Source: an optimization exercise on an open RTL-to-GDS flow (aim: small area, a short achievable clock period and few clock cycles). Production flows keep margins and buffers that such runs may drop.
Only simulation tests tie the RTL to the original design; equivalence was not proved.
Power and IR drop assume default switching activity.

## wip/cedar
Design MUL_DIV, start of the top module:
module MUL_DIV(
	input clk,
	input reset,
	input [31:0] SrcA,
	input [31:0] SrcB,
	input [2:0] Mul_Div_ctr,
	input Start,
	input EI_HILO_ctr,
	input ExcReq_E,
	output reg Busy,
	output reg [31:0] HI,
	output reg [31:0] LO
	);
Size: ~110 flip-flops, about 140 I/O pins.
export LEC_CHECK = 0
export ABC_AREA = 1
export CAP_MARGIN = 40
export CORE_MARGIN = 2
export CORE_UTILIZATION = 40
export SLEW_MARGIN = 30
create_clock -name core_clock -period 100.0 [get_ports {clk}]
standard.sh (not shown) runs the stock make flow with config.mk's settings and CLKGATE_MAP_FILE= SYNTH_SCRIPT=/design/flow/synth_recipe.tcl, a recipe that flattens the netlist after the stock synthesis.
==> flow/flow/run.sh <==
#!/bin/bash
# Own layout flow: the standard flow (standard.sh) unchanged, except that the
# ports are buffered with sky130_fd_sc_hd__buf_1 instead of ORFS's default choice
# (clkdlybuf4s50_1). make's full output goes to synth.log and layout.log here;
# each ORFS step's log is in orfs/logs/.
set -euo pipefail
bash standard.sh synth > synth.log 2>&1
bash standard.sh "BUFFER_PORTS_ARGS=-buffer_cell sky130_fd_sc_hd__buf_1" finish > layout.log 2>&1
wip/cedar: PASS, flow complete, no timing, DRC or antenna violations
Testbench counts of wip/cedar, summed over its fixed seeds: cycles 67,513.
Relative to wip/cedar, the following input files were edited for wip/lagoon:
- changing CORE_UTILIZATION from 40 to 60
- changing SLEW_MARGIN from 30 to 10
- changing CAP_MARGIN from 40 to 10
==> flow/run.sh (new file) <==
#!/bin/bash
# synth_recipe.tcl (not shown) runs the flow's synth.tcl, then flattens the netlist and writes it again
# the make line also repeats each setting of config.mk as NAME=value (left out here)
make -C /OpenROAD-flow-scripts/flow DESIGN_CONFIG=/design/flow/config.mk WORK_HOME=/design/flow/orfs CLKGATE_MAP_FILE= SYNTH_SCRIPT=/design/flow/synth_recipe.tcl finish
removed: flow/flow/run.sh
removed: flow/standard.sh
==> comparison <==
- Going from wip/cedar to wip/lagoon, fmax shrinks by 0.47 MHz.
- Layout multi-input combinational cell count came out exactly the same in wip/lagoon and wip/cedar.
- Compared with wip/cedar, wip/lagoon shows leakage power higher by about 3.4%.
- Compared with wip/cedar, in wip/lagoon portion of the clock cycle consumed by the worst path in the final layout +0.22 points; placed cell area climbed 2.4%; combinational logic power picked up an extra about 10%; total of plain and repair buffers excluding clock buffers went down by 7; met2 wire length lost 4.1 mm.
- Pre-CTS worst setup slack: wip/lagoon lower than wip/cedar
For wip/quartz, these inputs were changed with respect to wip/lagoon:
- changing CORE_UTILIZATION from 60 to 40
- changing CAP_MARGIN from 10 to 40
- changing SLEW_MARGIN from 10 to 30
Findings:
wip/quartz: all stages complete, timing, DRC and antenna checks passed
STATUS final critical path time including I/O delays and setup: wip/quartz loses against wip/lagoon
Summary of wip/quartz over wip/lagoon: count of clock buffers in the final design +2; layout cell share with drive strength beyond 1 +0.28 points; sequential share of layout area -0.18 points; filler-free cell count of the finished design +220.
diff inputs: wip/quartz => wip/fjord
==> flow/flow/run.sh (new file) <==
#!/bin/bash
# Own layout flow: the standard flow (standard.sh) with two changes:
#  - synthesis uses flow/synth.tcl: synth_recipe.tcl with Yosys's synth -noabc
#    (same registers, names and cell types as the standard synthesis);
#  - the ports are buffered with sky130_fd_sc_hd__buf_1 instead of ORFS's
#    default choice (clkdlybuf4s50_1).
# make's full output goes to synth.log and layout.log here; each ORFS step's
# log is in orfs/logs/.
set -euo pipefail
here=$(pwd)
bash standard.sh "SYNTH_SCRIPT=$here/flow/synth.tcl" synth > synth.log 2>&1
bash standard.sh "SYNTH_SCRIPT=$here/flow/synth.tcl" "BUFFER_PORTS_ARGS=-buffer_cell sky130_fd_sc_hd__buf_1" finish > layout.log 2>&1
==> flow/flow/synth.tcl (new file) <==
# The standard flow's synthesis script (synth_recipe.tcl) with one change: Yosys's generic
# synth runs without its quick ABC pass (-noabc), so the full adders written in
# the RTL reach extract_fa as written; ORFS's own ABC mapping follows as usual.
proc synth {args} { yosys synth -nofsm -noshare -noabc {*}$args }
source $::env(SCRIPTS_DIR)/synth.tcl
# left out here: clear keep_hierarchy, flatten, clean up, hide names made inside functions, write 1_2_yosys.v
==> flow/standard.sh (new file) <==
#!/bin/bash
# synth_recipe.tcl (not shown) runs the flow's synth.tcl, then flattens the netlist and writes it again
# the make line also repeats each setting of config.mk as NAME=value (left out here)
make -C /OpenROAD-flow-scripts/flow DESIGN_CONFIG=/design/flow/config.mk WORK_HOME=/design/flow/orfs CLKGATE_MAP_FILE= SYNTH_SCRIPT=/design/flow/synth_recipe.tcl "${@:-finish}"
removed: flow/run.sh
--- outcome ---
wip/fjord went all the way through the flow, and no timing, DRC or antenna check failed.
Delta(total wire length after detailed routing, wip/fjord - wip/quartz) < 0
Delta (wip/fjord minus wip/quartz): total routing resource utilization after global routing down 1.2 points; die width down 5.3 um; DRC marker count from the first detailed-route iteration up 59.
Total number of vias shrinks by a few percent when moving from wip/quartz to wip/fjord.
Side by side, final hold slack turned out lower in wip/fjord than in wip/quartz.
wip/fjord ended up with EI_HILO_ctr as its startpoint of the most critical setup path; wip/quartz ended up with ExcReq_E.
Going from wip/quartz to wip/fjord, number of clock buffers in the layout fell by 5, worst path setup slack after routing picked up an extra 0.42 ns, combinational share of power has decreased, final cell count without fillers went down, fraction of final layout cells with drive strength greater than 1 went down 0.25 points.

[static timing again, ports no longer ideal]
In the flow no input, the clock included, has a driving cell. The finished layouts below were timed again as built, in two steps.
Step 1 assumes that a clkbuf_16 drives the clock port and a buf_2 every other input.
Step 2 adds t to the input delays and takes it off the output delays; t is the mean of the earliest and latest rising clock arrival at the registers after step 1. Input paths then give back, and output paths get back, about the clock's delay inside the block.
a / b / c = ideal ports / drivers / drivers and shift; a / b = the first two.
| run | shift t [ns] | setup WS [ns] | worst setup path after step 2 | slew at the worst register clock pin (ns) | cell pins on the clock port's net |
|---|---|---|---|---|---|
| wip/cedar | 0.449 | 78.267 / 78.300 / 77.851 | input to register | 0.09 / 0.09 | 1 |
| wip/lagoon | 0.428 | 78.042 / 78.065 / 77.637 | input to register | 0.10 / 0.10 | 1 |
| wip/quartz | 0.438 | 77.990 / 78.022 / 77.584 | input to register | 0.09 / 0.09 | 1 |
| wip/fjord | 0.416 | 78.412 / 78.437 / 78.021 | input to register | 0.09 / 0.09 | 1 |
After both steps every run listed still meets setup and hold. For wip/cedar, which loses most, drivers alone change the setup slack by +0.033 ns; drivers and shift together by -0.416 ns.
